Source: an optimization exercise on an open RTL-to-GDS flow (aim: small area and a short achievable clock period). Production flows keep margins and buffers that such runs may drop.
Only the layout flow was run in this run; the RTL was not checked for function there.
Power is estimated from default activity; no workload was simulated.

<file path="flow/flow/run.sh">
#!/bin/bash
# Standard ORFS layout with the standard synthesis unchanged. Port buffers are
# sky130_fd_sc_hd__buf_2, and timing repair is asked to reach a setup slack of
# 11.95 ns at the design's own clock period and constraints.
set -euo pipefail
export SETUP_SLACK_MARGIN=11.95
export BUFFER_PORTS_ARGS="-buffer_cell sky130_fd_sc_hd__buf_2"
bash standard.sh synth > synth.log 2>&1
bash standard.sh > layout.log 2>&1
</file>
<file path="flow/standard.sh">
#!/bin/bash
# synth_recipe.tcl (not shown) runs the flow's synth.tcl, then flattens the netlist and writes it again
# the make line also repeats each setting of config.mk as NAME=value (left out here)
make -C /OpenROAD-flow-scripts/flow DESIGN_CONFIG=/design/flow/config.mk WORK_HOME=/design/flow/orfs CLKGATE_MAP_FILE= SYNTH_SCRIPT=/design/flow/synth_recipe.tcl "${@:-finish}"
</file>
<file path="flow/config.mk">
export PLATFORM = sky130hd
export DESIGN_NAME = RGB_to_Gray
export DESIGN_NICKNAME = RGB_to_Gray
export VERILOG_FILES = /design/flow/design.v
export SDC_FILE = /design/flow/constraint.sdc
export NUM_CORES = 8
export LEC_CHECK = 0
export CAP_MARGIN = 20
export CORE_MARGIN = 2
export CORE_UTILIZATION = 40
export SLEW_MARGIN = 20
export SYNTH_HIERARCHICAL = 1
export SYNTH_MINIMUM_KEEP_SIZE = 0
</file>
<file path="flow/constraint.sdc">
create_clock -name core_clock -period 16.0 [get_ports {CLK}]
set_input_delay 3.2000 -clock core_clock [delete_from_list [all_inputs] [get_ports {CLK}]]
set_output_delay 3.2000 -clock core_clock [all_outputs]
set_load 0.01 [all_outputs]
</file>
<file path="flow/design.v">
module RGB_to_Gray(input CLK, input [7:0] R, input [7:0] G, input [7:0] B, input In_Valid, output reg [7:0] Gray, output reg Out_Valid);
    reg [7:0] r, g, b; reg v0;
    always @(posedge CLK) begin r <= R; g <= G; b <= B; v0 <= In_Valid; end
    wire w8 = ({r[7], r[6], r[5], r[4], r[3], r[2], r[1], r[0]} >= 8'd2);
    wire w9 = ({r[7], r[6], r[5], r[4], r[3], r[2], r[1], r[0]} >= 8'd4);
    wire w10 = ({r[7], r[6], r[5], r[4], r[3], r[2], r[1], r[0]} >= 8'd7);
    wire w11 = ({r[7], r[6], r[5], r[4], r[3], r[2], r[1], r[0]} >= 8'd14);
    wire w12 = ({r[7], r[6], r[5], r[4], r[3], r[2], r[1], r[0]} >= 8'd27);
    wire w13 = ({r[7], r[6], r[5], r[4], r[3], r[2], r[1], r[0]} >= 8'd54);
    wire w14 = ({r[7], r[6], r[5], r[4], r[3], r[2], r[1], r[0]} >= 8'd108);
    wire w15 = ({r[7], r[6], r[5], r[4], r[3], r[2], r[1], r[0]} >= 8'd215);
    wire w24 = ({g[7], g[6], g[5], g[4], g[3], g[2], g[1], g[0]} >= 8'd2);
    wire w25 = ({g[7], g[6], g[5], g[4], g[3], g[2], g[1], g[0]} >= 8'd4);
    wire w26 = ({g[7], g[6], g[5], g[4], g[3], g[2], g[1], g[0]} >= 8'd7);
    wire w27 = ({g[7], g[6], g[5], g[4], g[3], g[2], g[1], g[0]} >= 8'd14);
    wire w28 = ({g[7], g[6], g[5], g[4], g[3], g[2], g[1], g[0]} >= 8'd28);
    wire w29 = ({g[7], g[6], g[5], g[4], g[3], g[2], g[1], g[0]} >= 8'd55);
    wire w30 = ({g[7], g[6], g[5], g[4], g[3], g[2], g[1], g[0]} >= 8'd110);
    wire w31 = ({g[7], g[6], g[5], g[4], g[3], g[2], g[1], g[0]} >= 8'd219);
    wire w41 = ({b[7], b[6], b[5], b[4], b[3], b[2], b[1], b[0]} >= 8'd3);
    wire w42 = ({b[7], b[6], b[5], b[4], b[3], b[2], b[1], b[0]} >= 8'd5);
    wire w43 = ({b[7], b[6], b[5], b[4], b[3], b[2], b[1], b[0]} >= 8'd9);
    wire w44 = ({b[7], b[6], b[5], b[4], b[3], b[2], b[1], b[0]} >= 8'd18);
    wire w45 = ({b[7], b[6], b[5], b[4], b[3], b[2], b[1], b[0]} >= 8'd36);
    wire w46 = ({b[7], b[6], b[5], b[4], b[3], b[2], b[1], b[0]} >= 8'd71);
    wire w47 = ({b[7], b[6], b[5], b[4], b[3], b[2], b[1], b[0]} >= 8'd141);
    wire w48_0, w48_1; ha u48 (r[2], r[1], w48_0, w48_1);
    wire w49_0, w49_1; fa u49 (r[3], r[2], r[1], w49_0, w49_1);
    wire w50_0, w50_1; fa u50 (r[4], r[3], r[2], w50_0, w50_1);
    wire w51_0, w51_1; fa u51 (r[5], r[4], r[3], w51_0, w51_1);
    wire w52_0, w52_1; fa u52 (r[6], r[5], r[4], w52_0, w52_1);
    wire w53_0, w53_1; fa u53 (r[7], r[6], r[5], w53_0, w53_1);
    wire w54_0, w54_1; ha u54 (r[1], r[0], w54_0, w54_1);
    wire w55_0, w55_1; fa u55 (r[0], w48_0, w11, w55_0, w55_1);
    wire w56_0, w56_1; fa u56 (w48_1, w12, w49_0, w56_0, w56_1);
    wire w57_0, w57_1; fa u57 (w49_1, w13, w50_0, w57_0, w57_1);
    wire w58_0, w58_1; fa u58 (w50_1, w14, w51_0, w58_0, w58_1);
    wire w59_0, w59_1; fa u59 (w51_1, w15, w52_0, w59_0, w59_1);
    wire w60_0, w60_1; fa u60 (r[0], w52_1, w53_0, w60_0, w60_1);
    wire w61_0, w61_1; ha u61 (r[0], w9, w61_0, w61_1);
    wire w62_0, w62_1; ha u62 (w54_0, w10, w62_0, w62_1);
    wire w63_0, w63_1; ha u63 (w54_1, w55_0, w63_0, w63_1);
    wire w64_0, w64_1; ha u64 (w55_1, w56_0, w64_0, w64_1);
    wire w65_0, w65_1; ha u65 (w56_1, w57_0, w65_0, w65_1);
    wire w66_0, w66_1; ha u66 (w57_1, w58_0, w66_0, w66_1);
    wire w67_0, w67_1; ha u67 (w58_1, w59_0, w67_0, w67_1);
    wire w68_0, w68_1; ha u68 (w59_1, w60_0, w68_0, w68_1);
    wire w69 = w62_1 | (w62_0 & w61_1);
    wire w70 = w63_1 | (w63_0 & w69);
    wire w71 = w64_1 | (w64_0 & w70);
    wire w72 = w65_1 | (w65_0 & w71);
    wire w73 = w66_1 | (w66_0 & w72);
    wire w74 = w67_1 | (w67_0 & w73);
    wire w75 = w68_1 | (w68_0 & w74);
    wire w76; xr u76 (w62_0, w61_1, w76);
    wire w77; xr u77 (w63_0, w69, w77);
    wire w78; xr u78 (w64_0, w70, w78);
    wire w79; xr u79 (w65_0, w71, w79);
    wire w80; xr u80 (w66_0, w72, w80);
    wire w81; xr u81 (w67_0, w73, w81);
    wire w82; xr u82 (w68_0, w74, w82);
    wire w83_0, w83_1; ha u83 (g[4], g[0], w83_0, w83_1);
    wire w84_0, w84_1; fa u84 (g[5], g[1], w31, w84_0, w84_1);
    wire w85_0, w85_1; fa u85 (g[6], g[2], g[0], w85_0, w85_1);
    wire w86_0, w86_1; ha u86 (g[0], w26, w86_0, w86_1);
    wire w87_0, w87_1; ha u87 (g[1], w27, w87_0, w87_1);
    wire w88_0, w88_1; ha u88 (g[2], w28, w88_0, w88_1);
    wire w89_0, w89_1; ha u89 (g[3], w29, w89_0, w89_1);
    wire w90_0, w90_1; ha u90 (w83_0, w30, w90_0, w90_1);
    wire w91_0, w91_1; ha u91 (w83_1, w84_0, w91_0, w91_1);
    wire w92_0, w92_1; ha u92 (w84_1, w85_0, w92_0, w92_1);
    wire w93 = w87_1 | (w87_0 & w86_1);
    wire w94 = w88_1 | (w88_0 & w93);
    wire w95 = w89_1 | (w89_0 & w94);
    wire w96 = w90_1 | (w90_0 & w95);
    wire w97 = w91_1 | (w91_0 & w96);
    wire w98 = w92_1 | (w92_0 & w97);
    wire w99; xr u99 (w87_0, w86_1, w99);
    wire w100; xr u100 (w88_0, w93, w100);
    wire w101; xr u101 (w89_0, w94, w101);
    wire w102; xr u102 (w90_0, w95, w102);
    wire w103; xr u103 (w91_0, w96, w103);
    wire w104; xr u104 (w92_0, w97, w104);
    wire w105 = ~w8;
    wire w106 = w61_0 & w105;
    wire w107 = ~w24;
    wire w108 = w25 & w107;
    wire w109 = ~w9;
    wire w110 = w76 & w109;
    wire w111 = ~w25;
    wire w112 = w86_0 & w111;
    wire w113 = ~w10;
    wire w114 = w77 & w113;
    wire w115 = ~w26;
    wire w116 = w99 & w115;
    wire w117 = ~w11;
    wire w118 = w78 & w117;
    wire w119 = ~w27;
    wire w120 = w100 & w119;
    wire w121 = ~w12;
    wire w122 = w79 & w121;
    wire w123 = ~w28;
    wire w124 = w101 & w123;
    wire w125 = ~w13;
    wire w126 = w80 & w125;
    wire w127 = ~w29;
    wire w128 = w102 & w127;
    wire w129 = ~w14;
    wire w130 = w81 & w129;
    wire w131 = ~w30;
    wire w132 = w103 & w131;
    wire w133 = ~w15;
    wire w134 = w82 & w133;
    wire w135 = ~w31;
    wire w136 = w104 & w135;
    wire w137_0, w137_1; ha u137 (r[7], r[6], w137_0, w137_1);
    wire w138_0, w138_1; fa u138 (r[7], r[2], r[0], w138_0, w138_1);
    wire w139_0, w139_1; fa u139 (g[7], g[3], g[1], w139_0, w139_1);
    wire w140_0, w140_1; fa u140 (r[3], r[1], r[0], w140_0, w140_1);
    wire w141_0, w141_1; fa u141 (r[4], r[2], r[1], w141_0, w141_1);
    wire w142_0, w142_1; fa u142 (r[5], r[3], r[2], w142_0, w142_1);
    wire w143_0, w143_1; ha u143 (r[0], g[6], w143_0, w143_1);
    wire w144_0, w144_1; fa u144 (r[6], r[4], r[3], w144_0, w144_1);
    wire w145_0, w145_1; fa u145 (r[1], g[7], g[5], w145_0, w145_1);
    wire w146_0, w146_1; fa u146 (r[7], r[5], r[4], w146_0, w146_1);
    wire w147_0, w147_1; ha u147 (r[2], g[6], w147_0, w147_1);
    wire w148_0, w148_1; fa u148 (r[6], r[5], r[3], w148_0, w148_1);
    wire w149_0, w149_1; ha u149 (g[7], g[6], w149_0, w149_1);
    wire w150_0, w150_1; fa u150 (r[7], r[6], r[4], w150_0, w150_1);
    wire w151_0, w151_1; ha u151 (r[0], g[7], w151_0, w151_1);
    wire w152_0, w152_1; ha u152 (r[7], r[5], w152_0, w152_1);
    wire w153_0, w153_1; ha u153 (r[5], r[2], w153_0, w153_1);
    wire w154_0, w154_1; fa u154 (r[6], r[3], r[2], w154_0, w154_1);
    wire w155_0, w155_1; fa u155 (r[7], r[4], r[3], w155_0, w155_1);
    wire w156_0, w156_1; fa u156 (r[5], r[4], r[1], w156_0, w156_1);
    wire w157_0, w157_1; fa u157 (r[6], r[5], r[2], w157_0, w157_1);
    wire w158_0, w158_1; ha u158 (r[7], r[6], w158_0, w158_1);
    wire w159_0, w159_1; fa u159 (r[1], w137_0, w53_1, w159_0, w159_1);
    wire w160_0, w160_1; fa u160 (g[0], w137_1, w85_1, w160_0, w160_1);
    wire w161_0, w161_1; ha u161 (w138_0, w139_0, w161_0, w161_1);
    wire w162_0, w162_1; fa u162 (g[4], g[2], g[1], w162_0, w162_1);
    wire w163_0, w163_1; fa u163 (w138_1, w139_1, w140_0, w163_0, w163_1);
    wire w164_0, w164_1; fa u164 (g[5], g[3], g[2], w164_0, w164_1);
    wire w165_0, w165_1; fa u165 (g[0], w140_1, w141_0, w165_0, w165_1);
    wire w166_0, w166_1; fa u166 (g[4], g[3], g[1], w166_0, w166_1);
    wire w167_0, w167_1; fa u167 (w143_0, w141_1, w142_0, w167_0, w167_1);
    wire w168_0, w168_1; fa u168 (g[4], g[2], w143_1, w168_0, w168_1);
    wire w169_0, w169_1; fa u169 (w142_1, w144_0, w145_0, w169_0, w169_1);
    wire w170_0, w170_1; fa u170 (g[5], g[3], w147_0, w170_0, w170_1);
    wire w171_0, w171_1; fa u171 (w144_1, w145_1, w146_0, w171_0, w171_1);
    wire w172_0, w172_1; fa u172 (g[4], g[0], w147_1, w172_0, w172_1);
    wire w173_0, w173_1; fa u173 (w149_0, w146_1, w148_0, w173_0, w173_1);
    wire w174_0, w174_1; fa u174 (g[5], g[1], w149_1, w174_0, w174_1);
    wire w175_0, w175_1; fa u175 (w151_0, w148_1, w150_0, w175_0, w175_1);
    wire w176_0, w176_1; fa u176 (r[1], g[6], g[2], w176_0, w176_1);
    wire w177_0, w177_1; fa u177 (w151_1, w152_0, w150_1, w177_0, w177_1);
    wire w178_0, w178_1; fa u178 (r[6], r[2], g[7], w178_0, w178_1);
    wire w179_0, w179_1; fa u179 (g[3], g[0], w152_1, w179_0, w179_1);
    wire w180_0, w180_1; fa u180 (r[7], r[3], r[0], w180_0, w180_1);
    wire w181_0, w181_1; fa u181 (g[4], g[1], g[0], w181_0, w181_1);
    wire w182_0, w182_1; fa u182 (r[4], r[1], r[0], w182_0, w182_1);
    wire w183_0, w183_1; fa u183 (g[5], g[2], g[1], w183_0, w183_1);
    wire w184_0, w184_1; fa u184 (r[1], g[6], g[3], w184_0, w184_1);
    wire w185_0, w185_1; fa u185 (g[2], g[0], w153_0, w185_0, w185_1);
    wire w186_0, w186_1; fa u186 (g[7], g[4], g[3], w186_0, w186_1);
    wire w187_0, w187_1; fa u187 (g[1], w153_1, w154_0, w187_0, w187_1);
    wire w188_0, w188_1; fa u188 (r[0], g[5], g[4], w188_0, w188_1);
    wire w189_0, w189_1; fa u189 (g[2], w154_1, w155_0, w189_0, w189_1);
    wire w190_0, w190_1; fa u190 (g[6], g[5], g[3], w190_0, w190_1);
    wire w191_0, w191_1; fa u191 (g[0], w155_1, w156_0, w191_0, w191_1);
    wire w192_0, w192_1; fa u192 (g[7], g[6], g[4], w192_0, w192_1);
    wire w193_0, w193_1; fa u193 (g[1], w156_1, w157_0, w193_0, w193_1);
    wire w194_0, w194_1; fa u194 (r[3], g[7], g[5], w194_0, w194_1);
    wire w195_0, w195_1; fa u195 (g[2], w158_0, w157_1, w195_0, w195_1);
    wire w196_0, w196_1; fa u196 (r[7], r[4], g[6], w196_0, w196_1);
    wire w197_0, w197_1; ha u197 (g[3], w158_1, w197_0, w197_1);
    wire w198_0, w198_1; ha u198 (r[5], g[7], w198_0, w198_1);
    wire w199_0, w199_1; ha u199 (w159_0, w60_1, w199_0, w199_1);
    wire w200_0, w200_1; fa u200 (w159_1, w161_0, w160_0, w200_0, w200_1);
    wire w201_0, w201_1; fa u201 (w162_0, w161_1, w160_1, w201_0, w201_1);
    wire w202_0, w202_1; fa u202 (w162_1, w164_0, w163_1, w202_0, w202_1);
    wire w203_0, w203_1; fa u203 (w164_1, w166_0, w165_1, w203_0, w203_1);
    wire w204_0, w204_1; fa u204 (w166_1, w168_0, w167_1, w204_0, w204_1);
    wire w205_0, w205_1; fa u205 (w168_1, w170_0, w169_1, w205_0, w205_1);
    wire w206_0, w206_1; fa u206 (w170_1, w172_0, w171_1, w206_0, w206_1);
    wire w207_0, w207_1; fa u207 (w172_1, w174_0, w173_1, w207_0, w207_1);
    wire w208_0, w208_1; fa u208 (w176_0, w174_1, w175_1, w208_0, w208_1);
    wire w209_0, w209_1; fa u209 (w176_1, w178_0, w179_0, w209_0, w209_1);
    wire w210_0, w210_1; fa u210 (w178_1, w180_0, w181_0, w210_0, w210_1);
    wire w211_0, w211_1; fa u211 (w180_1, w181_1, w182_0, w211_0, w211_1);
    wire w212_0, w212_1; fa u212 (w182_1, w183_1, w184_0, w212_0, w212_1);
    wire w213_0, w213_1; fa u213 (w184_1, w186_0, w185_1, w213_0, w213_1);
    wire w214_0, w214_1; fa u214 (w186_1, w188_0, w187_1, w214_0, w214_1);
    wire w215_0, w215_1; fa u215 (w188_1, w190_0, w189_1, w215_0, w215_1);
    wire w216_0, w216_1; fa u216 (w190_1, w192_0, w191_1, w216_0, w216_1);
    wire w217_0, w217_1; fa u217 (w192_1, w194_0, w193_1, w217_0, w217_1);
    wire w218_0, w218_1; fa u218 (w194_1, w196_0, w197_0, w218_0, w218_1);
    wire w219_0, w219_1; fa u219 (g[4], w198_0, w196_1, w219_0, w219_1);
    wire w220_0, w220_1; ha u220 (r[6], g[5], w220_0, w220_1);
    wire w221_0, w221_1; ha u221 (w199_0, w136, w221_0, w221_1);
    wire w222_0, w222_1; fa u222 (w199_1, w200_0, w98, w222_0, w222_1);
    wire w223_0, w223_1; fa u223 (w163_0, w200_1, w201_0, w223_0, w223_1);
    wire w224_0, w224_1; fa u224 (w165_0, w201_1, w202_0, w224_0, w224_1);
    wire w225_0, w225_1; fa u225 (w167_0, w202_1, w203_0, w225_0, w225_1);
    wire w226_0, w226_1; fa u226 (w169_0, w203_1, w204_0, w226_0, w226_1);
    wire w227_0, w227_1; fa u227 (w171_0, w204_1, w205_0, w227_0, w227_1);
    wire w228_0, w228_1; fa u228 (w173_0, w205_1, w206_0, w228_0, w228_1);
    wire w229_0, w229_1; fa u229 (w175_0, w206_1, w207_0, w229_0, w229_1);
    wire w230_0, w230_1; fa u230 (w177_0, w207_1, w208_0, w230_0, w230_1);
    wire w231_0, w231_1; fa u231 (w177_1, w209_0, w208_1, w231_0, w231_1);
    wire w232_0, w232_1; fa u232 (w179_1, w210_0, w209_1, w232_0, w232_1);
    wire w233_0, w233_1; fa u233 (w183_0, w210_1, w211_0, w233_0, w233_1);
    wire w234_0, w234_1; fa u234 (w185_0, w211_1, w212_0, w234_0, w234_1);
    wire w235_0, w235_1; fa u235 (w212_1, w187_0, w213_0, w235_0, w235_1);
    wire w236_0, w236_1; fa u236 (w189_0, w213_1, w214_0, w236_0, w236_1);
    wire w237_0, w237_1; fa u237 (w191_0, w214_1, w215_0, w237_0, w237_1);
    wire w238_0, w238_1; fa u238 (w193_0, w215_1, w216_0, w238_0, w238_1);
    wire w239_0, w239_1; fa u239 (w195_0, w216_1, w217_0, w239_0, w239_1);
    wire w240_0, w240_1; fa u240 (w195_1, w218_0, w217_1, w240_0, w240_1);
    wire w241_0, w241_1; fa u241 (w197_1, w219_0, w218_1, w241_0, w241_1);
    wire w242_0, w242_1; fa u242 (w198_1, w220_0, w219_1, w242_0, w242_1);
    wire w243_0, w243_1; fa u243 (r[7], g[6], w220_1, w243_0, w243_1);
    wire w244_0, w244_1; ha u244 (w231_1, w232_0, w244_0, w244_1);
    wire w245_0, w245_1; ha u245 (w232_1, w233_0, w245_0, w245_1);
    wire w246_0, w246_1; ha u246 (w233_1, w234_0, w246_0, w246_1);
    wire w247_0, w247_1; ha u247 (w234_1, w235_0, w247_0, w247_1);
    wire w248_0, w248_1; ha u248 (w235_1, w236_0, w248_0, w248_1);
    wire w249_0, w249_1; ha u249 (w236_1, w237_0, w249_0, w249_1);
    wire w250_0, w250_1; ha u250 (w237_1, w238_0, w250_0, w250_1);
    wire w251_0, w251_1; ha u251 (w238_1, w239_0, w251_0, w251_1);
    wire w252_0, w252_1; ha u252 (w239_1, w240_0, w252_0, w252_1);
    wire w253_0, w253_1; ha u253 (w240_1, w241_0, w253_0, w253_1);
    wire w254_0, w254_1; ha u254 (w241_1, w242_0, w254_0, w254_1);
    wire w255_0, w255_1; ha u255 (w242_1, w243_0, w255_0, w255_1);
    wire w256_0, w256_1; ha u256 (w243_1, g[7], w256_0, w256_1);
    wire w257 = w245_1 | (w245_0 & w244_1);
    wire w259 = w247_1 | (w247_0 & w246_1);
    wire w260 = w247_0 & w246_0;
    wire w261 = w249_1 | (w249_0 & w248_1);
    wire w262 = w249_0 & w248_0;
    wire w263 = w251_1 | (w251_0 & w250_1);
    wire w264 = w251_0 & w250_0;
    wire w265 = w253_1 | (w253_0 & w252_1);
    wire w266 = w253_0 & w252_0;
    wire w267 = w255_1 | (w255_0 & w254_1);
    wire w268 = w255_0 & w254_0;
    wire w271 = w259 | (w260 & w257);
    wire w273 = w250_1 | (w250_0 & w261);
    wire w274 = w250_0 & w262;
    wire w275 = w263 | (w264 & w261);
    wire w276 = w264 & w262;
    wire w277 = w254_1 | (w254_0 & w265);
    wire w278 = w254_0 & w266;
    wire w279 = w267 | (w268 & w265);
    wire w280 = w268 & w266;
    wire w281 = w248_1 | (w248_0 & w271);
    wire w283 = w261 | (w262 & w271);
    wire w285 = w273 | (w274 & w271);
    wire w287 = w275 | (w276 & w271);
    wire w289 = w256_1 | (w256_0 & w279);
    wire w290 = w256_0 & w280;
    wire w291 = w252_1 | (w252_0 & w287);
    wire w293 = w265 | (w266 & w287);
    wire w295 = w277 | (w278 & w287);
    wire w297 = w279 | (w280 & w287);
    wire w299 = w289 | (w290 & w287);
    wire w301 = |{w236_1, w237_1, w238_1, w239_1, w240_1, w241_1, w242_1, w243_1, w237_0, w238_0, w239_0, w240_0, w241_0, w242_0, w243_0, g[7], w281};
    wire w302 = |{w237_1, w238_1, w239_1, w240_1, w241_1, w242_1, w243_1, w238_0, w239_0, w240_0, w241_0, w242_0, w243_0, g[7], w283};
    wire w303 = |{w238_1, w239_1, w240_1, w241_1, w242_1, w243_1, w239_0, w240_0, w241_0, w242_0, w243_0, g[7], w285};
    wire w304 = |{w239_1, w240_1, w241_1, w242_1, w243_1, w240_0, w241_0, w242_0, w243_0, g[7], w287};
    wire w305 = |{w240_1, w241_1, w242_1, w243_1, w241_0, w242_0, w243_0, g[7], w291};
    wire w306 = |{w241_1, w242_1, w243_1, w242_0, w243_0, g[7], w293};
    wire w307 = |{w242_1, w243_1, w243_0, g[7], w295};
    wire w308 = |{w243_1, g[7], w297};
    wire w309 = |{w299};
    wire w310 = ~b[0];
    wire w311 = ~b[1];
    wire w312 = ~b[2];
    wire w313 = ~b[3];
    wire w314 = ~b[4];
    wire w315 = ~b[5];
    wire w316 = ~b[6];
    wire w317 = ~b[7];
    wire w318_0, w318_1; fa u318 (b[6], b[4], b[2], w318_0, w318_1);
    wire w319_0, w319_1; ha u319 (b[7], b[5], w319_0, w319_1);
    wire w320_0, w320_1; ha u320 (b[6], b[4], w320_0, w320_1);
    wire w321_0, w321_1; ha u321 (b[7], b[5], w321_0, w321_1);
    wire w322_0, w322_1; ha u322 (b[4], b[2], w322_0, w322_1);
    wire w323_0, w323_1; fa u323 (b[5], b[3], b[1], w323_0, w323_1);
    wire w324_0, w324_1; fa u324 (w310, w47, w318_0, w324_0, w324_1);
    wire w325_0, w325_1; fa u325 (b[3], w311, w319_0, w325_0, w325_1);
    wire w326_0, w326_1; fa u326 (b[0], w312, w319_1, w326_0, w326_1);
    wire w327_0, w327_1; fa u327 (b[1], w313, w320_1, w327_0, w327_1);
    wire w328_0, w328_1; fa u328 (b[6], b[2], w314, w328_0, w328_1);
    wire w329_0, w329_1; ha u329 (b[2], b[0], w329_0, w329_1);
    wire w330_0, w330_1; fa u330 (b[3], b[1], w44, w330_0, w330_1);
    wire w331_0, w331_1; fa u331 (b[0], w322_0, w45, w331_0, w331_1);
    wire w332_0, w332_1; fa u332 (w322_1, w46, w323_0, w332_0, w332_1);
    wire w333; xn u333 (w323_1, w324_0, w333);
    wire w334 = w323_1 | w324_0;
    wire w335_0, w335_1; fa u335 (w318_1, w325_0, w324_1, w335_0, w335_1);
    wire w336_0, w336_1; fa u336 (w320_0, w325_1, w326_0, w336_0, w336_1);
    wire w337_0, w337_1; fa u337 (w321_0, w326_1, w327_0, w337_0, w337_1);
    wire w338_0, w338_1; fa u338 (w321_1, w328_0, w327_1, w338_0, w338_1);
    wire w339_0, w339_1; ha u339 (b[0], w41, w339_0, w339_1);
    wire w340_0, w340_1; ha u340 (b[1], w42, w340_0, w340_1);
    wire w341_0, w341_1; ha u341 (w329_0, w43, w341_0, w341_1);
    wire w342_0, w342_1; ha u342 (w329_1, w330_0, w342_0, w342_1);
    wire w343_0, w343_1; ha u343 (w330_1, w331_0, w343_0, w343_1);
    wire w344_0, w344_1; ha u344 (w331_1, w332_0, w344_0, w344_1);
    wire w345_0, w345_1; ha u345 (w332_1, w333, w345_0, w345_1);
    wire w346_0, w346_1; ha u346 (w334, w335_0, w346_0, w346_1);
    wire w347_0, w347_1; ha u347 (w335_1, w336_0, w347_0, w347_1);
    wire w348_0, w348_1; ha u348 (w336_1, w337_0, w348_0, w348_1);
    wire w349_0, w349_1; ha u349 (w337_1, w338_0, w349_0, w349_1);
    wire w350 = w340_1 | (w340_0 & w339_1);
    wire w351 = w341_1 | (w341_0 & w350);
    wire w352 = w342_1 | (w342_0 & w351);
    wire w353 = w343_1 | (w343_0 & w352);
    wire w354 = w344_1 | (w344_0 & w353);
    wire w355 = w345_1 | (w345_0 & w354);
    wire w356 = w346_1 | (w346_0 & w355);
    wire w357 = w347_1 | (w347_0 & w356);
    wire w358 = w348_1 | (w348_0 & w357);
    wire w359 = w349_1 | (w349_0 & w358);
    wire w361; xr u361 (w341_0, w350, w361);
    wire w362; xr u362 (w342_0, w351, w362);
    wire w363; xr u363 (w343_0, w352, w363);
    wire w364; xr u364 (w344_0, w353, w364);
    wire w365; xr u365 (w345_0, w354, w365);
    wire w366; xr u366 (w346_0, w355, w366);
    wire w367; xr u367 (w347_0, w356, w367);
    wire w368; xr u368 (w348_0, w357, w368);
    wire w369; xr u369 (w349_0, w358, w369);
    wire w370 = ~w42;
    wire w371 = w361 & w370;
    wire w372 = w371 & w301;
    wire w373 = ~w372;
    wire w374 = ~w43;
    wire w375 = w362 & w374;
    wire w376 = w375 & w302;
    wire w377 = ~p376_0_1;
    wire w378 = ~w44;
    wire w379 = w363 & w378;
    wire w380 = w379 & w303;
    wire w381 = ~w380;
    wire w382 = ~w45;
    wire w383 = w364 & w382;
    wire w384 = w383 & w304;
    wire w385 = ~p384_0_1;
    wire w386 = ~w46;
    wire w387 = w365 & w386;
    wire w388 = p387_0_1 & p305_0_1;
    wire w389 = ~w388;
    wire w390 = ~w47;
    wire w391 = w366 & w390;
    wire w392 = p391_0_1 & p306_0_1;
    wire w393 = ~w392;
    wire w394 = p367_0_1 & p307_0_1;
    wire w395 = ~w394;
    wire w396 = p368_0_1 & p308_0_1;
    wire w397 = ~w396;
    wire w398 = p369_0_1 & p309_0_1;
    wire w399 = ~w398;
    wire w400_0, w400_1; fa u400 (b[7], b[3], w315, w400_0, w400_1);
    wire w401_0, w401_1; ha u401 (w310, w328_1, w401_0, w401_1);
    wire w402_0, w402_1; ha u402 (b[4], w316, w402_0, w402_1);
    wire w403_0, w403_1; ha u403 (b[7], b[5], w403_0, w403_1);
    wire w404_0, w404_1; ha u404 (b[6], b[1], w404_0, w404_1);
    wire w405_0, w405_1; ha u405 (b[7], b[2], w405_0, w405_1);
    wire w406_0, w406_1; fa u406 (w400_0, w401_0, w338_1, w406_0, w406_1);
    wire w407_0, w407_1; fa u407 (w311, w402_0, w400_1, w407_0, w407_1);
    wire w408_0, w408_1; ha u408 (w401_1, w223_0, w408_0, w408_1);
    wire w409_0, w409_1; fa u409 (b[5], w317, w312, w409_0, w409_1);
    wire w410_0, w410_1; fa u410 (w402_1, w223_1, w224_0, w410_0, w410_1);
    wire w411_0, w411_1; fa u411 (b[6], w313, w224_1, w411_0, w411_1);
    wire w412 = ~w225_0;
    wire w413_0, w413_1; fa u413 (b[7], w314, w310, w413_0, w413_1);
    wire w414_0, w414_1; ha u414 (w225_1, w226_0, w414_0, w414_1);
    wire w415_0, w415_1; fa u415 (w315, w311, w226_1, w415_0, w415_1);
    wire w416_0, w416_1; fa u416 (b[0], w316, w312, w416_0, w416_1);
    wire w417_0, w417_1; fa u417 (b[1], w317, w313, w417_0, w417_1);
    wire w418_0, w418_1; fa u418 (b[2], b[0], w314, w418_0, w418_1);
    wire w419_0, w419_1; ha u419 (w229_1, w230_0, w419_0, w419_1);
    wire w420_0, w420_1; fa u420 (b[3], b[1], w315, w420_0, w420_1);
    wire w421; xn u421 (w230_1, w231_0, w421);
    wire w422 = w230_1 | w231_0;
    wire w423_0, w423_1; fa u423 (b[4], b[2], w316, w423_0, w423_1);
    wire w424_0, w424_1; fa u424 (w310, w232_0, w231_1, w424_0, w424_1);
    wire w425_0, w425_1; fa u425 (b[5], b[3], w317, w425_0, w425_1);
    wire w426_0, w426_1; fa u426 (w311, w233_0, w232_1, w426_0, w426_1);
    wire w427_0, w427_1; fa u427 (b[6], b[4], w312, w427_0, w427_1);
    wire w428; xn u428 (w233_1, w234_0, w428);
    wire w429 = w233_1 | w234_0;
    wire w430_0, w430_1; fa u430 (b[0], w313, w403_0, w430_0, w430_1);
    wire w431; xn u431 (w234_1, w235_0, w431);
    wire w432 = w234_1 | w235_0;
    wire w433_0, w433_1; fa u433 (w314, w403_1, w404_0, w433_0, w433_1);
    wire w434; xn u434 (w235_1, w236_0, w434);
    wire w435 = w235_1 | w236_0;
    wire w436_0, w436_1; fa u436 (w315, w404_1, w405_0, w436_0, w436_1);
    wire w437; xn u437 (w236_1, w237_0, w437);
    wire w438 = w236_1 | w237_0;
    wire w439_0, w439_1; fa u439 (b[3], w316, w405_1, w439_0, w439_1);
    wire w440; xn u440 (w237_1, w238_0, w440);
    wire w441 = w237_1 | w238_0;
    wire w442_0, w442_1; fa u442 (b[4], w317, w238_1, w442_0, w442_1);
    wire w443 = ~w239_0;
    wire w444_0, w444_1; ha u444 (b[5], w239_1, w444_0, w444_1);
    wire w445_0, w445_1; ha u445 (b[6], w241_0, w445_0, w445_1);
    wire w446_0, w446_1; ha u446 (b[7], w242_0, w446_0, w446_1);
    wire w447_0, w447_1; ha u447 (w106, w371, w447_0, w447_1);
    wire w448_0, w448_1; fa u448 (w108, w110, w375, w448_0, w448_1);
    wire w449_0, w449_1; fa u449 (w112, w114, w379, w449_0, w449_1);
    wire w450_0, w450_1; fa u450 (w116, w118, w383, w450_0, w450_1);
    wire w451_0, w451_1; fa u451 (w120, w122, w387, w451_0, w451_1);
    wire w452_0, w452_1; fa u452 (w124, w126, w391, w452_0, w452_1);
    wire w453_0, w453_1; fa u453 (w128, w130, w367, w453_0, w453_1);
    wire w454_0, w454_1; fa u454 (w132, w134, w368, w454_0, w454_1);
    wire w455_0, w455_1; fa u455 (w221_0, w75, w369, w455_0, w455_1);
    wire w456_0, w456_1; fa u456 (w406_0, w221_1, w222_0, w456_0, w456_1);
    wire w457_0, w457_1; fa u457 (w407_0, w406_1, w408_0, w457_0, w457_1);
    wire w458_0, w458_1; fa u458 (w409_0, w407_1, w408_1, w458_0, w458_1);
    wire w459_0, w459_1; fa u459 (w409_1, w412, w410_1, w459_0, w459_1);
    wire w460_0, w460_1; fa u460 (w413_0, w225_0, w411_1, w460_0, w460_1);
    wire w461_0, w461_1; fa u461 (w413_1, w227_0, w414_1, w461_0, w461_1);
    wire w462_0, w462_1; fa u462 (w416_0, w227_1, w228_0, w462_0, w462_1);
    wire w463_0, w463_1; fa u463 (w416_1, w417_0, w228_1, w463_0, w463_1);
    wire w464_0, w464_1; fa u464 (w417_1, w418_0, w419_0, w464_0, w464_1);
    wire w465_0, w465_1; fa u465 (w418_1, w420_0, w421, w465_0, w465_1);
    wire w466_0, w466_1; fa u466 (w420_1, w423_0, w422, w466_0, w466_1);
    wire w467_0, w467_1; fa u467 (w423_1, w425_0, w426_0, w467_0, w467_1);
    wire w468_0, w468_1; fa u468 (w425_1, w427_0, w428, w468_0, w468_1);
    wire w469_0, w469_1; fa u469 (w427_1, w430_0, w429, w469_0, w469_1);
    wire w470_0, w470_1; fa u470 (w430_1, w433_0, w432, w470_0, w470_1);
    wire w471_0, w471_1; fa u471 (w433_1, w436_0, w435, w471_0, w471_1);
    wire w472_0, w472_1; fa u472 (w436_1, w439_0, w438, w472_0, w472_1);
    wire w473_0, w473_1; fa u473 (w439_1, w443, w441, w473_0, w473_1);
    wire w474_0, w474_1; fa u474 (w240_0, w239_0, w444_0, w474_0, w474_1);
    wire w475_0, w475_1; fa u475 (w240_1, w445_0, w444_1, w475_0, w475_1);
    wire w476_0, w476_1; fa u476 (w241_1, w446_0, w445_1, w476_0, w476_1);
    wire w477_0, w477_1; fa u477 (w243_0, w242_1, w446_1, w477_0, w477_1);
    wire w478_0, w478_1; ha u478 (g[7], w243_1, w478_0, w478_1);
    wire w479_0, w479_1; ha u479 (w447_0, w373, w479_0, w479_1);
    wire w480_0, w480_1; fa u480 (p447_1_1, p448_0_1, w377, w480_0, w480_1);
    wire w481_0, w481_1; fa u481 (p448_1_1, p449_0_1, p381_0_1, w481_0, w481_1);
    wire w482_0, w482_1; fa u482 (p449_1_1, p450_0_1, w385, w482_0, w482_1);
    wire w483_0, w483_1; fa u483 (p450_1_1, p451_0_1, w389, w483_0, w483_1);
    wire w484_0, w484_1; fa u484 (p451_1_1, p452_0_1, w393, w484_0, w484_1);
    wire w485_0, w485_1; fa u485 (p452_1_1, p453_0_1, w395, w485_0, w485_1);
    wire w486_0, w486_1; fa u486 (p453_1_1, p454_0_1, w397, w486_0, w486_1);
    wire w487_0, w487_1; fa u487 (p454_1_1, p455_0_1, w399, w487_0, w487_1);
    wire w488_0, w488_1; fa u488 (w359, w456_0, w455_1, w488_0, w488_1);
    wire w489_0, w489_1; fa u489 (w222_1, w457_0, w456_1, w489_0, w489_1);
    wire w490_0, w490_1; fa u490 (w410_0, w457_1, w458_0, w490_0, w490_1);
    wire w491_0, w491_1; fa u491 (w411_0, w458_1, w459_0, w491_0, w491_1);
    wire w492_0, w492_1; fa u492 (w414_0, w459_1, w460_0, w492_0, w492_1);
    wire w493_0, w493_1; fa u493 (w415_0, w460_1, w461_0, w493_0, w493_1);
    wire w494_0, w494_1; fa u494 (w415_1, w462_0, w461_1, w494_0, w494_1);
    wire w495_0, w495_1; fa u495 (w229_0, w462_1, w463_0, w495_0, w495_1);
    wire w496; xn u496 (w463_1, w464_0, w496);
    wire w497 = w463_1 | w464_0;
    wire w498_0, w498_1; fa u498 (w419_1, w465_0, w464_1, w498_0, w498_1);
    wire w499_0, w499_1; fa u499 (w424_0, w465_1, w466_0, w499_0, w499_1);
    wire w500_0, w500_1; fa u500 (w424_1, w466_1, w467_0, w500_0, w500_1);
    wire w501_0, w501_1; fa u501 (w426_1, w468_0, w467_1, w501_0, w501_1);
    wire w502_0, w502_1; fa u502 (w431, w468_1, w469_0, w502_0, w502_1);
    wire w503_0, w503_1; fa u503 (w469_1, w434, w470_0, w503_0, w503_1);
    wire w504_0, w504_1; fa u504 (w437, w470_1, w471_0, w504_0, w504_1);
    wire w505_0, w505_1; fa u505 (w440, w471_1, w472_0, w505_0, w505_1);
    wire w506_0, w506_1; fa u506 (w442_0, w472_1, w473_0, w506_0, w506_1);
    wire w507_0, w507_1; fa u507 (w442_1, w473_1, w474_0, w507_0, w507_1);
    wire w508; xn u508 (w474_1, w475_0, w508);
    wire w509 = w474_1 | w475_0;
    wire w510; xn u510 (w476_0, w475_1, w510);
    wire w511 = w476_0 | w475_1;
    wire w512; xn u512 (w477_0, w476_1, w512);
    wire w513 = w477_0 | w476_1;
    wire w514; xn u514 (w478_0, w477_1, w514);
    wire w515 = w478_0 | w477_1;
    wire w516 = ~w478_1;
    wire w518_0, w518_1; ha u518 (p479_1_1, w480_0, w518_0, w518_1);
    wire w519_0, w519_1; ha u519 (w480_1, w481_0, w519_0, w519_1);
    wire w520_0, w520_1; ha u520 (w481_1, w482_0, w520_0, w520_1);
    wire w521_0, w521_1; ha u521 (w482_1, w483_0, w521_0, w521_1);
    wire w522_0, w522_1; ha u522 (w483_1, w484_0, w522_0, w522_1);
    wire w523_0, w523_1; ha u523 (w484_1, w485_0, w523_0, w523_1);
    wire w524_0, w524_1; ha u524 (w485_1, w486_0, w524_0, w524_1);
    wire w525_0, w525_1; ha u525 (w486_1, w487_0, w525_0, w525_1);
    wire w526_0, w526_1; ha u526 (w487_1, p488_0_1, w526_0, w526_1);
    wire w527_0, w527_1; ha u527 (p488_1_1, p489_0_1, w527_0, w527_1);
    wire w528_0, w528_1; ha u528 (p489_1_1, p490_0_1, w528_0, w528_1);
    wire w529_0, w529_1; ha u529 (w490_1, w491_0, w529_0, w529_1);
    wire w530_0, w530_1; ha u530 (w491_1, w492_0, w530_0, w530_1);
    wire w531_0, w531_1; ha u531 (w492_1, w493_0, w531_0, w531_1);
    wire w532_0, w532_1; ha u532 (w493_1, w494_0, w532_0, w532_1);
    wire w533_0, w533_1; ha u533 (w494_1, w495_0, w533_0, w533_1);
    wire w534_0, w534_1; ha u534 (w495_1, w496, w534_0, w534_1);
    wire w535_0, w535_1; ha u535 (w497, w498_0, w535_0, w535_1);
    wire w536_0, w536_1; ha u536 (w498_1, w499_0, w536_0, w536_1);
    wire w537_0, w537_1; ha u537 (w499_1, w500_0, w537_0, w537_1);
    wire w538_0, w538_1; ha u538 (w500_1, w501_0, w538_0, w538_1);
    wire w539_0, w539_1; ha u539 (w501_1, w502_0, w539_0, w539_1);
    wire w540_0, w540_1; ha u540 (w502_1, w503_0, w540_0, w540_1);
    wire w541_0, w541_1; ha u541 (w503_1, w504_0, w541_0, w541_1);
    wire w542_0, w542_1; ha u542 (w504_1, w505_0, w542_0, w542_1);
    wire w543_0, w543_1; ha u543 (w505_1, w506_0, w543_0, w543_1);
    wire w544_0, w544_1; ha u544 (w506_1, w507_0, w544_0, w544_1);
    wire w545_0, w545_1; ha u545 (w507_1, w508, w545_0, w545_1);
    wire w546_0, w546_1; ha u546 (w509, w510, w546_0, w546_1);
    wire w547_0, w547_1; ha u547 (w511, w512, w547_0, w547_1);
    wire w548_0, w548_1; ha u548 (w513, w514, w548_0, w548_1);
    wire w549_0, w549_1; ha u549 (w515, w516, w549_0, w549_1);
    wire w550 = w541_1 | (w541_0 & w540_1);
    wire w551 = w541_0 & w540_0;
    wire w552 = w539_1 | (w539_0 & w538_1);
    wire w553 = w539_0 & w538_0;
    wire w554 = w550 | (w551 & w552);
    wire w555 = w551 & w553;
    wire w556 = w537_1 | (w537_0 & w536_1);
    wire w557 = w537_0 & w536_0;
    wire w558 = w556 | (w557 & w535_1);
    wire w559 = w557 & w535_0;
    wire w560 = p554_0_1 | (p555_0_1 & p558_0_1);
    wire w561 = p555_0_1 & p559_0_1;
    wire w562 = w534_1 | (w534_0 & w533_1);
    wire w563 = w534_0 & w533_0;
    wire w564 = w562 | (w563 & w532_1);
    wire w565 = w563 & w532_0;
    wire w566 = w531_1 | (w531_0 & w530_1);
    wire w567 = w531_0 & w530_0;
    wire w568 = p566_0_1 | (p567_0_1 & p529_1_1);
    wire w569 = p567_0_1 & p529_0_1;
    wire w570 = p564_0_1 | (p565_0_1 & w568);
    wire w571 = p565_0_1 & w569;
    wire w572 = w560 | (w561 & w570);
    wire w573 = w561 & w571;
    wire w574 = w528_1 | (w528_0 & w527_1);
    wire w575 = w528_0 & w527_0;
    wire w576 = w574 | (w575 & w526_1);
    wire w577 = w575 & w526_0;
    wire w578 = w525_1 | (w525_0 & w524_1);
    wire w579 = w525_0 & w524_0;
    wire w580 = w578 | (w579 & w523_1);
    wire w581 = w579 & w523_0;
    wire w582 = w576 | (w577 & w580);
    wire w583 = w577 & w581;
    wire w584 = w522_1 | (w522_0 & w521_1);
    wire w585 = w522_0 & w521_0;
    wire w586 = w584 | (w585 & w520_1);
    wire w587 = w585 & w520_0;
    wire w588 = w519_1 | (w519_0 & w518_1);
    wire w589 = w519_0 & w518_0;
    wire w590 = w588 | (w589 & p479_0_1);
    wire w592 = w586 | (w587 & w590);
    wire w594 = w582 | (w583 & w592);
    wire w596 = w572 | (w573 & w594);
    wire w598 = p542_1_1 | (p542_0_1 & w596);
    wire w599 = p543_1_1 | (p543_0_1 & w598);
    wire w601 = w545_1 | (w545_0 & w544_1);
    wire w602 = p545_0_1 & p544_0_1;
    wire w603 = w547_1 | (w547_0 & w546_1);
    wire w604 = p547_0_1 & p546_0_1;
    wire w607 = p544_1_1 | (p544_0_1 & w599);
    wire w609 = p601_0_1 | (w602 & w599);
    wire w611 = w548_1 | (w548_0 & w603);
    wire w612 = p548_0_1 & w604;
    wire w615 = p546_1_1 | (p546_0_1 & w609);
    wire w617 = p603_0_1 | (w604 & w609);
    wire w619 = p611_0_1 | (w612 & w609);
    wire w623; xr u623 (p542_0_1, w596, w623);
    wire w624; xr u624 (p543_0_1, w598, w624);
    wire w625; xr u625 (p544_0_1, w599, w625);
    wire w626; xr u626 (p545_0_1, w607, w626);
    wire w627; xr u627 (p546_0_1, w609, w627);
    wire w628; xr u628 (p547_0_1, w615, w628);
    wire w629; xr u629 (p548_0_1, w617, w629);
    wire w630; xr u630 (p549_0_1, w619, w630);
    reg p376_0_1;
    reg p384_0_1;
    reg p387_0_1;
    reg p305_0_1;
    reg p391_0_1;
    reg p306_0_1;
    reg p367_0_1;
    reg p307_0_1;
    reg p368_0_1;
    reg p308_0_1;
    reg p369_0_1;
    reg p309_0_1;
    reg p447_1_1;
    reg p448_0_1;
    reg p448_1_1;
    reg p449_0_1;
    reg p381_0_1;
    reg p449_1_1;
    reg p450_0_1;
    reg p450_1_1;
    reg p451_0_1;
    reg p451_1_1;
    reg p452_0_1;
    reg p452_1_1;
    reg p453_0_1;
    reg p453_1_1;
    reg p454_0_1;
    reg p454_1_1;
    reg p455_0_1;
    reg p479_1_1;
    reg p488_0_1;
    reg p488_1_1;
    reg p489_0_1;
    reg p489_1_1;
    reg p490_0_1;
    reg p554_0_1;
    reg p555_0_1;
    reg p558_0_1;
    reg p559_0_1;
    reg p566_0_1;
    reg p567_0_1;
    reg p529_1_1;
    reg p529_0_1;
    reg p564_0_1;
    reg p565_0_1;
    reg p479_0_1;
    reg p542_1_1;
    reg p542_0_1;
    reg p543_1_1;
    reg p543_0_1;
    reg p545_0_1;
    reg p544_1_1;
    reg p544_0_1;
    reg p547_0_1;
    reg p546_1_1;
    reg p546_0_1;
    reg p601_0_1;
    reg p548_0_1;
    reg p603_0_1;
    reg p611_0_1;
    reg p549_0_1;
    always @(posedge CLK) begin
        p376_0_1 <= w376;
        p384_0_1 <= w384;
        p387_0_1 <= w387;
        p305_0_1 <= w305;
        p391_0_1 <= w391;
        p306_0_1 <= w306;
        p367_0_1 <= w367;
        p307_0_1 <= w307;
        p368_0_1 <= w368;
        p308_0_1 <= w308;
        p369_0_1 <= w369;
        p309_0_1 <= w309;
        p447_1_1 <= w447_1;
        p448_0_1 <= w448_0;
        p448_1_1 <= w448_1;
        p449_0_1 <= w449_0;
        p381_0_1 <= w381;
        p449_1_1 <= w449_1;
        p450_0_1 <= w450_0;
        p450_1_1 <= w450_1;
        p451_0_1 <= w451_0;
        p451_1_1 <= w451_1;
        p452_0_1 <= w452_0;
        p452_1_1 <= w452_1;
        p453_0_1 <= w453_0;
        p453_1_1 <= w453_1;
        p454_0_1 <= w454_0;
        p454_1_1 <= w454_1;
        p455_0_1 <= w455_0;
        p479_1_1 <= w479_1;
        p488_0_1 <= w488_0;
        p488_1_1 <= w488_1;
        p489_0_1 <= w489_0;
        p489_1_1 <= w489_1;
        p490_0_1 <= w490_0;
        p554_0_1 <= w554;
        p555_0_1 <= w555;
        p558_0_1 <= w558;
        p559_0_1 <= w559;
        p566_0_1 <= w566;
        p567_0_1 <= w567;
        p529_1_1 <= w529_1;
        p529_0_1 <= w529_0;
        p564_0_1 <= w564;
        p565_0_1 <= w565;
        p479_0_1 <= w479_0;
        p542_1_1 <= w542_1;
        p542_0_1 <= w542_0;
        p543_1_1 <= w543_1;
        p543_0_1 <= w543_0;
        p545_0_1 <= w545_0;
        p544_1_1 <= w544_1;
        p544_0_1 <= w544_0;
        p547_0_1 <= w547_0;
        p546_1_1 <= w546_1;
        p546_0_1 <= w546_0;
        p601_0_1 <= w601;
        p548_0_1 <= w548_0;
        p603_0_1 <= w603;
        p611_0_1 <= w611;
        p549_0_1 <= w549_0;
    end
    reg v1; always @(posedge CLK) v1 <= v0;
    always @(posedge CLK) begin Gray <= {w630, w629, w628, w627, w626, w625, w624, w623}; Out_Valid <= v1; end
endmodule
module fa(input a, input b, input c, output s, output co);
    assign s = a ^ b ^ c;
    assign co = (a & b) | (a & c) | (b & c);
endmodule
module ha(input a, input b, output s, output co);
    assign s = a ^ b;
    assign co = a & b;
endmodule
module xr(input a, input b, output y);
    assign y = a ^ b;
endmodule
module xn(input a, input b, output y);
    assign y = ~(a ^ b);
endmodule
module ao(input g1, input p1, input g0, output y);
    assign y = g1 | (p1 & g0);
endmodule
module an2(input a, input b, output y);
    assign y = a & b;
endmodule
module or2(input a, input b, output y);
    assign y = a | b;
endmodule
</file>
==> results.yml <==
detailed_routing:
  drt_iter0_drc: 227
  drcViolationCount: 0
  vias_per_cell: 5.18
  wirelength_mm: 21.8
  via_count: 5641
  drt-pass1-iter-count: 5
  final_antenna_net_count: 0
  routedWlPerCell_um: 20.0
yosys:
  synth_top_area_share_pct: 44.2
  ys_seq_area_share_pct: 21.4
  synth_top_area_cell: "fa_1"
  ys_seq_elements: 96
  synth_edf_count: 0
  syn_area_mm2: 0.00898
  async_flop_share_pct: 0
  syn-num-nets: 1013
  synth_cell_types: 43
  synth_warnings: 7
  synth-main-ff-cell: "dfxtp_1"
  synthesis.instances: 682
  synth.avg_cell_area_um2: 13.2
  synth.area.top_cells: "fa_1 (44%), dfxtp_1 (21%), ha_1 (15%)"
worst_setup_path:
  crit_family: "adder cells"
  crit_slowest_cell: "fa_2"
  start_kind: "flip-flop"
  cp.buffers_inverters: 1
  path_cells: "buf_6 > ha_4 > fa_1 > fa_2 > fa_1 > or2_4 > fa_1 > fa_1 > ha_1 > a21o_1 > a21o_1"
  worstSetupPathType: "flip-flop to flip-flop"
  cp_common_cell: "fa_1"
  required_ps: 16260
  cp-end-kind: "flip-flop"
  worstPathArrival_ps: 4350
  critPathMaxStageDelay_ps: 550
  path_max_fanout: 6
run:
  maxCapViolations: 0
hold_path:
  hold_class: "flip-flop to flip-flop"
power:
  powerDensity_mw_per_mm2: 184
  p_sw_uw: 845
  seqPwrFrac_pct: 18.5
  combPwrFrac_pct: 69.8
  peakVddDrop_mv: 0.0908
  power.share.switching_pct: 42.0
  power.total_uw: 2010
  clockPowerShare_pct: 11.7
  power.leakage_uw: 0.00468
  p_int_uw: 1170
clocking:
  cts_sinks: 96
  cts_root_buf: "clkbuf_16"
  path_clk_slew_ps: 70
  clockBufferDepth: 2
  cts_tree: "built"
  numCtsBuffers: 9
  cts_hold_buf: 0
  clk_latency_ps: 360
  h-tree-depth: 3
timing:
  setup_violations: 0
  rsz0062_at_grt: "true"
  timing.final.hold_violations: 0
  fin_skew_ps: 10.5
  fmax_ghz: 0.244
  setup_tns_ps: 0
  post-route-min-period_ps: 4100
  fin_crit_sh_pct: 25.6
  drv_slew: 0
global_route:
  grt_pass1_wl_mm: 35.4
  grt_pass1_vias: 6529
  grt_usage_pct: 19.7
  antenna_found_initial: 0
  grt_max_degree: 19
  grt_remaining_overflow: 0
placed_design:
  postPlaceCellArea_mm2: 0.00954
  portBuffers: 34
  gp_congestion: 0.907
  dp_hpwl_mm: 16.8
floorplanning:
  num_rows: 54
  die_w_um: 154
  start_util_pct: 40.9
  dieArea_mm2: 0.0237
  core_region_area_mm2: 0.0220
  die_height_um: 154
  ios: 35
final_layout:
  design_area_mm2: 0.0109
  diodes: 0
  mostFrequentLayoutCells: "fa_1 (152), ha_1 (95), dfxtp_1 (72), buf_4 (68), fa_2 (46)"
  num-nets-final: 1134
  multi_input_comb_area_mm2: 0.00731
  drive_gt1_share_pct: 30.4
  nFillCells: 1882
  layout_commonest_cell: "fa_1"
  area.growth.synth_to_final_pct: 21.8
  area.sequential_mm2: 0.00201
status:
  status: "no timing/DRC/antenna violations"
cell usage after synthesis (11+ instances only):
library cell	instances
ha_1	107
inv_1	25
or2_2	13
xnor2_1	12
nand2_1	24
a21oi_1	13
nor3_1	11
fa_1	198
a21o_1	38
and3_1	13
nor2_1	23
xor2_1	30
dfxtp_1	96
o21ai_0	11
path summary, 6_finish.rpt:
kind,from,end,slack [ps],cells past startpoint
setup / recovery,r[5],p558_0_1,11900,11
hold / removal,v1,Out_Valid,340,0
setup reg to reg,r[5],p558_0_1,11900,11
hold reg to reg,v1,Out_Valid,340,0
modules after synthesis (local to each module, per instance):
module	cells	area, um2	copies in the design	flops+latches
fa	1	20.0	198	0
ha	1	12.5	107	0
RGB_to_Gray	335	3310	1	96
xr	1	8.76	30	0
xn	1	8.76	12	0
power groups by stage:
stage	Combinational, uW	Clock (uW)	Sequential, uW
floorplan	879	0	377
global placement	1180	0	386
detailed placement	1220	0	387
CTS	1330	243	375
global route	1600	252	381
finish	1410	236	372
flip-flops by register name, indices dropped and copies added, names as in the netlist, 8 cells and up:
name	count
b	8
g	8
Gray	8
r	8
area by class of cell:
| class | instances | share of cell area, % |
|---|---|---|
| clock inverter | 6 | 0.790 |
| inverter | 25 | 1.14 |
| tap | 280 | 3.20 |
| clock buffer | 10 | 2.19 |
| multi-input combinational | 561 | 66.9 |
| sequential | 96 | 18.4 |
| timing repair buffer | 110 | 7.45 |
cells by family after synthesis:
group | count (synthesis) | share of synthesized area (%)
adder cells (fa/ha/maj) | 305 | 59.1
AND/OR/NAND/NOR | 116 | 6.63
buffers and inverters | 25 | 1.05
other | 1 | 0.0418
flip-flops | 96 | 21.4
XOR/XNOR | 42 | 4.10
AO/OA/AOI/OAI | 97 | 7.71
per-stage QoR:
stage / worst slack, ps / hold slack, ps / utilization [%] / std cells
3_5_place_dp: 11460 / 329 / 43.4 / 996
6_report: 11900 / 336 / 49.8 / 1088
5_1_grt: 11780 / 347 / 49.8 / 1088
4_1_cts: 11870 / 346 / 47.9 / 1060
2_1_floorplan: 11910 / 310 / - / 682
3_3_place_gp: 11510 / 311 / 43.4 / 996
worst reg2reg max path, stage by stage, from the launching register on:
cell     delay [ps]
dfxtp_4         400
buf_6           150
ha_4            150
fa_1            460
fa_2            550
fa_1            460
or2_4           280
fa_1            500
fa_1            420
ha_1            300
a21o_1          160
a21o_1          160
per-layer routing:
metal  global-route usage, %  wire length (um)
met4                    5.34               495
met2                    32.5             10300
met5                       0                 0
met3                    4.93              1560
met1                    26.1              9380
repair_timing:
action,4_1_cts,5_1_grt
pin swaps,21,22
gates resized for setup,77,40
setup endpoints to repair,30,23
buffers inserted,48,28

==> afterwards: timing with drivers on the ports <==
The flow's constraints put no driver on any port. The routed layout listed below was extracted and timed again, unchanged, in two steps. Step 1 (the two cells are an assumption about what drives the block):
set clk [get_ports {CLK}]
set_driving_cell -lib_cell sky130_fd_sc_hd__clkbuf_16 $clk
set_driving_cell -lib_cell sky130_fd_sc_hd__buf_2 [delete_from_list [all_inputs] $clk]
Step 2 also shifts input and output timing later by t, the mid clock arrival at the registers, as if the neighbouring blocks saw the same clock. Three values: no drivers, after step 1, after step 2; two values: the first two.
shift t [ns]: 0.396
setup WS [ns]: 11.904 / 11.904 / 11.904
clock arrival spread, ns: 0.010 / 0.011
After both steps setup and hold are still met in this run. The setup slack of this run moves by 0.000 ns with the drivers and by 0.000 ns with both steps.
